Source: an optimization exercise on an open RTL-to-GDS flow (aim: small area and a short achievable clock period). Production flows keep margins and buffers that such runs may drop.
Only simulation tests tie the RTL to the original design; equivalence was not proved.
Power figures rest on the tool's default switching activity, not on a simulated workload.

File: flow/config.mk
export PLATFORM = sky130hd
export DESIGN_NAME = LedCPUwithRAM
export DESIGN_NICKNAME = LedCPUwithRAM
export VERILOG_FILES = /design/flow/design.v
export SDC_FILE = /design/flow/constraint.sdc
export NUM_CORES = 4
export LEC_CHECK = 0
export CAP_MARGIN = 20
export CORE_MARGIN = 2
export CORE_UTILIZATION = 40
export SLEW_MARGIN = 20
export SYNTH_MEMORY_MAX_BITS = 8192
File: flow/design.v
module debounce (rst, clk, noisy, clean);
   input rst, clk, noisy;
   output clean;
   parameter NDELAY = 650000;
   parameter NBITS = 20;
   reg [NBITS-1:0] count;
   reg xnew, clean;
   always @(posedge clk)
		if(NDELAY != 0)
			if (rst) begin xnew <= noisy; clean <= noisy; count <= 0; end
			else if (noisy != xnew) begin xnew <= noisy; count <= 0; end
			else if (count == NDELAY) clean <= xnew;
			else count <= count+1;
		else
			clean <= noisy;
endmodule
`timescale 1ns / 1ps
module progLogic(clk,rst,switch,enter,dataWr,addrWr,wrEn);
input clk,rst,enter;
input [7:0] switch;
output reg [15:0] dataWr;
output reg [7:0] addrWr;
output reg wrEn;
reg wrEnNext;
reg [7:0] addrWrNext;
reg [15:0] dataWrNext;
reg count,countNext;
reg enterPrev;
wire PosButton;
assign PosButton= enterPrev & ~ enter;
always @(posedge clk)begin
	enterPrev <= enter;
	wrEn <= wrEnNext;
	dataWr <= dataWrNext;
	addrWr <= addrWrNext;
	count <= countNext;
end
always @(*)begin
	addrWrNext=addrWr;
	dataWrNext=dataWr;
	wrEnNext=wrEn;
	countNext=count;
	if(rst)begin
		wrEnNext=0;
		addrWrNext=0;
		dataWrNext=0;
		countNext=0;
	end
	else if(PosButton) begin
		if(count==0)begin
			dataWrNext[15:8]=switch; 
			addrWrNext=addrWr;
			countNext=count+1;
		end
		else if(count==1)begin
			dataWrNext[7:0]=switch; 
			addrWrNext=addrWr;
			wrEnNext=1;
		end
	end
	else if(wrEn)begin
		addrWrNext=addrWr+1;
		wrEnNext=0;
		countNext=0;
	end
end
endmodule
module mem1R1W(
		clk,
		addrRd,
		dataRd,
		addrWr,
		dataWr,
		wrEn
);
input clk;
input [7:0] addrRd;
output reg [15:0] dataRd;
input [7:0] addrWr;
input [15:0] dataWr;
input wrEn;
reg [15:0] array [0:255];
always@(posedge clk) begin
	dataRd <= array[addrRd];
	if(wrEn)
		array[addrWr] <= dataWr;
end
endmodule
`timescale 1ns / 1ps
module LedCPUcore(clk,rst,addrRd,dataRd,outPattern );
input  clk,rst;
output reg [7:0] addrRd;
input [15:0] dataRd;
output reg [7:0] outPattern; 
parameter FREQ = 5;
reg [7:0] addrRdNext;
reg [7:0] outPatternNext;
reg [7:0] count, countNext;
reg [7:0] processTime, processTimeNext;
always@(posedge clk) begin
	addrRd <= addrRdNext;
	outPattern <= outPatternNext;
	count <= countNext;
	processTime <= processTimeNext;
end
always@(*)begin
	outPatternNext = outPattern;
	countNext = count+1;
	processTimeNext = processTime;
	addrRdNext = addrRd;
	if(rst)begin
		addrRdNext = 0;
		outPatternNext = 0;
		countNext = 0;
		processTimeNext = 0;
	end
	else if(dataRd[7:0]!=0)begin
		outPatternNext=dataRd[15:8];	
		if(count==FREQ)begin
			countNext=0;
			processTimeNext=processTime+1;
		end
		if(processTime==dataRd[7:0]) begin
			addrRdNext=addrRd+1;
			processTimeNext=0;
		end
	end
	else if(dataRd[7:0]==0) begin
		addrRdNext=dataRd[15:8];
	end
end
endmodule
module LedCPUwithRAM(
	clk,
	rst,
	switch,
	enter,
	outPattern
);
input clk, rst;
input [7:0] switch;
input enter;
output [7:0] outPattern;
parameter NDELAY = 4;
parameter FREQ = 5;
wire enterDB, wrEn;
wire [7:0] addrWr,  addrRd;
wire [15:0] dataWr, dataRd;
debounce #(NDELAY)debounce_1(.rst(rst), .clk(clk), .noisy(enter), .clean(enterDB));
progLogic progLogic_1(.clk(clk), .rst(rst), .switch(switch), .enter(enterDB), .addrWr(addrWr), .dataWr(dataWr), .wrEn(wrEn));
mem1R1W mem1R1W_1(.clk(clk), .addrRd(addrRd), .dataRd(dataRd), .addrWr(addrWr), .dataWr(dataWr), .wrEn(wrEn));
LedCPUcore #(FREQ)LedCPUcore_1(.clk(clk), .rst(rst), .addrRd(addrRd), .dataRd(dataRd), .outPattern(outPattern));
endmodule
File: flow/run.sh
#!/bin/bash
# synth_recipe.tcl (not shown) runs the flow's synth.tcl, then flattens the netlist and writes it again
# the make line also repeats each setting of config.mk as NAME=value (left out here)
make -C /OpenROAD-flow-scripts/flow DESIGN_CONFIG=/design/flow/config.mk WORK_HOME=/design/flow/orfs CLKGATE_MAP_FILE= SYNTH_SCRIPT=/design/flow/synth_recipe.tcl finish
File: flow/constraint.sdc
create_clock -name core_clock -period 5.5 [get_ports {clk}]
set_input_delay 1.1000 -clock core_clock [delete_from_list [all_inputs] [get_ports {clk}]]
set_output_delay 1.1000 -clock core_clock [all_outputs]
set_load 0.01 [all_outputs]
==> metrics.yaml <==
status:
  outcome: "no timing/DRC/antenna violations"
setup_path:
  cp_top_family: "compound AO/OA/AOI/OAI gates"
  arrival_ns: 5.93
  critPathLaunchType: "flip-flop"
  critPathKind: "flip-flop to flip-flop"
  cp_common_cell: "mux4_2"
  cp.required_ns: 6.35
  slowest_delay_ns: 1.14
  reg2reg_depth: 6
  crit_fanout: 118
  slowest_stage: "dfxtp_4"
  r2r-end: "mem1R1W_1.dataRd[10]$_DFF_P_"
  cp-end-kind: "flip-flop"
  r2r_setup_slack_ns: 0.42
  critPathBufInv: 1
  rr_startpoint: "LedCPUcore_1.addrRd[1]$_SDFFE_PP0P_"
  cp_cell_sequence: "buf_12 -> mux4_2 -> mux4_2 -> a211oi_1 -> a22oi_1 -> o211a_1"
routing:
  postRouteAntennaNets: 0
  drtIter0Drc: 12200
  wl_per_cell_um: 33.0
  vias_per_cell: 5.90
  finalWirelength_mm: 451
  drc: 0
  num_vias: 80900
  first_pass_iters: 6
floorplan:
  die_h_um: 641
  design.core.area_mm2: 0.403
  start_util_pct: 40.2
  boundaryPins: 19
  row_count: 233
  die-area_mm2: 0.410
  dieWidth_um: 641
sta:
  grt_setup_unrepaired: "no"
  max_freq_mhz: 197
  fin_crit_sh_pct: 92.3
  finalMaxSlewViolations: 0
  clock_skew_ns: 0.0562
  hold_viol: 0
  tns_ns: 0
  setup_violations: 0
  relSlewSlack_pct: 8.64
  worstMarginPinSlew_ns: 1.37
  fin_crit_ns: 5.08
logic_synthesis:
  synth_edf_count: 4098
  ys_warn_count: 4
  netlist_area_mm2: 0.162
  syn_avg_cell_area_um2: 21.8
  syn_inst: 7437
  syn_nets: 7458
  synth_seq_area_share_pct: 77.1
  synth_cell_types: 74
  ys_ff_latch: 4193
  synthArstFlopShare_pct: 0
  synth-main-ff-cell: "edfxtp_1"
global_route:
  grt_max_degree: 209
  grt_pass1_wl_mm: 629
  grt_overflow: 0
  gr-max-usage-layer: "met2"
  gr-usage-all-layers_pct: 21.7
  antenna_found_initial: 24
  grtUsageMet2_pct: 33.9
  grt_use_met3_pct: 4.18
  global_route.usage.met1_pct: 30.7
  grt_pass1_vias: 79800
power_and_ir_drop:
  power_density_mw_per_mm2: 343
  ir_worst_vdd_uv: 281
  leakagePower_nw: 56.9
hold_path:
  hold_class: "flip-flop to flip-flop"
  min_from: "debounce_1.clean$_DFFE_PP_"
  hold_path_depth: 0
  min_to: "progLogic_1.enterPrev$_DFF_P_"
placement:
  portBuffers: 18
  gp_congestion: 0.874
  hpwl_mm: 261
  place_area_mm2: 0.171
clock_tree:
  path_clk_slew_ns: 0.06
  cts_setup_buffers: 0
  cts_buffers: 415
  cts_resized: 0
  cts_buffer_depth: 4
  cts.sinks: 4193
  cts_tree: "done"
  root_buffer: "clkbuf_16"
  cts_max_level: 5
  insertion_delay_ns: 0.97
  cts-hold-fix-buffers: 0
cells_and_area:
  syn2layout_area_growth_pct: 13.6
  final_common_cell: "edfxtp_1"
  final_area_mm2: 0.184
  nets: 7949
  layout-drive-gt1-share_pct: 26.9
  final_cell_mix: "edfxtp_1, mux4_2, buf_4, clkbuf_16, mux2i_1"
flow_run:
  maxCapViolations: 0
## worst max-delay path by stage
stage / from / end / slack [ns] / depth (start not counted)
4_1_cts: LedCPUcore_1.addrRd[0]$_SDFFE_PP0P_ / mem1R1W_1.dataRd[10]$_DFF_P_ / 0.72 / 7
6_report: LedCPUcore_1.addrRd[1]$_SDFFE_PP0P_ / mem1R1W_1.dataRd[10]$_DFF_P_ / 0.42 / 6
3_3_place_gp: LedCPUcore_1.addrRd[0]$_SDFFE_PP0P_ / mem1R1W_1.dataRd[10]$_DFF_P_ / 0.56 / 6
2_1_floorplan: progLogic_1.dataWr[0]$_SDFFE_PP0P_ / mem1R1W_1.array[0][0]$_DFFE_PP_ / 1.25 / 0
5_1_grt: LedCPUcore_1.addrRd[0]$_SDFFE_PP0P_ / mem1R1W_1.dataRd[10]$_DFF_P_ / 0.42 / 7
3_5_place_dp: LedCPUcore_1.addrRd[0]$_SDFFE_PP0P_ / mem1R1W_1.dataRd[10]$_DFF_P_ / 0.76 / 7
## cell families (layout without fill, tap and decap cells)
kind of cell               after synthesis  after routing  share of synthesized area [%]
xor gates and xnor gates                51             51                          0.276
DFF                                   4193           4193                           77.1
and+or+nand+nor                        753            753                           1.97
AOI/OAI and AO/OA                      593            593                           2.51
adders and majority gates               10             10                         0.0772
buffers and inverters                  447           1295                           1.77
other                                    0              8                              0
muxes                                 1390           1390                           16.3
## metrics by stage
step	power, mW	utilization [%]	setup slack, ns	cells	hold WS [ns]
floorplan	36.1	-	1.25	7437	0.362
global placement	36.3	42.4	0.561	12900	0.373
detailed placement	36.4	42.4	0.764	12900	0.376
CTS	63.6	45.6	0.721	13700	0.389
global route	64.8	45.7	0.422	13700	0.412
finish	63.2	45.7	0.423	13700	0.387
## final cells by class
class	count	area [um^2]
Inverter	11	58.8
Clock inverter	257	2140
Antenna cell	8	20.0
Timing Repair Buffer	510	4590
Clock buffer	517	11000
Tap cell	5405	6760
Sequential cell	4193	125000
Multi-Input combinational cell	2797	34500
Fill cell	33100	219000
## registers in the layout (all words and copies together) (netlist names)
register                  count
debounce_1.xnew               1
mem1R1W_1.dataRd             16
debounce_1.count             20
progLogic_1.dataWr           16
mem1R1W_1.array            4096
progLogic_1.count             1
LedCPUcore_1.outPattern       8
progLogic_1.wrEn              1
progLogic_1.enterPrev         1
progLogic_1.addrWr            8
LedCPUcore_1.processTime      8
LedCPUcore_1.count            8
LedCPUcore_1.addrRd           8
debounce_1.clean              1
## cell usage after synthesis (all sizes together), types with 16 or more instances
cell type,count,area share (%)
o22ai,23,0.089
mux2i,376,2.3
dfxtp,95,1.2
xor2,28,0.15
nor2b,16,0.062
a22oi,61,0.28
edfxtp,4098,76
o221ai,40,0.22
nor3,29,0.090
nand2,199,0.46
clkbuf,185,0.43
a221oi,64,0.37
nand3,54,0.17
mux2,18,0.13
a211oi,33,0.15
buf,251,1.3
a21oi,158,0.49
o21ai,89,0.27
nor2,377,0.87
mux4,996,14
o211ai,23,0.11
xnor2,23,0.12
## power by group
| group | internal, mW | total (mW) | switching [mW] |
|---|---|---|---|
| registers | 34.9 | 35.0 | 0.101 |
| logic | 0.150 | 0.661 | 0.512 |
| clock network | 15.4 | 27.5 | 12.1 |
## layer usage
metal | vias to the layer above | routed length [um]
li1 | 32200 | -
met1 | 43800 | 180000
met2 | 4244 | 211000
met3 | 678 | 43200
met4 | 2 | 17200
met5 | - | 11
## worst reg2reg max path: cells and delay by family, from the launching register on
family / cells / cell delay [ns]
buffers and inverters: 1 / 0.53
multiplexers: 2 / 1.34
AO/OA/AOI/OAI: 3 / 1.95
flip-flops: 1 / 1.14

[what the ideal ports hide]
No port has a modelled driver above. Below, the same layout with a new extraction and two added sets of constraints.
Step 1: set_driving_cell puts a clkbuf_16 on clk and a buf_2 on each other input, an assumption about the parent block.
Step 2 also shifts input and output timing later by t, the mid clock arrival at the registers, as if the neighbouring blocks saw the same clock.
Three values: no drivers, after step 1, after step 2; two values: the first two.
shift t [ns]: 1.070
slack for setup (ns): 0.423 / 0.423 / 0.423
latest minus earliest clock arrival (ns): 0.081 / 0.081
worst register clock-pin slew, ns: 0.07 / 0.07
cell pins on the clock port's net: 1
After both steps this run still meets setup and hold. For this run, drivers alone change the setup slack by 0.000 ns; drivers and shift together by 0.000 ns.
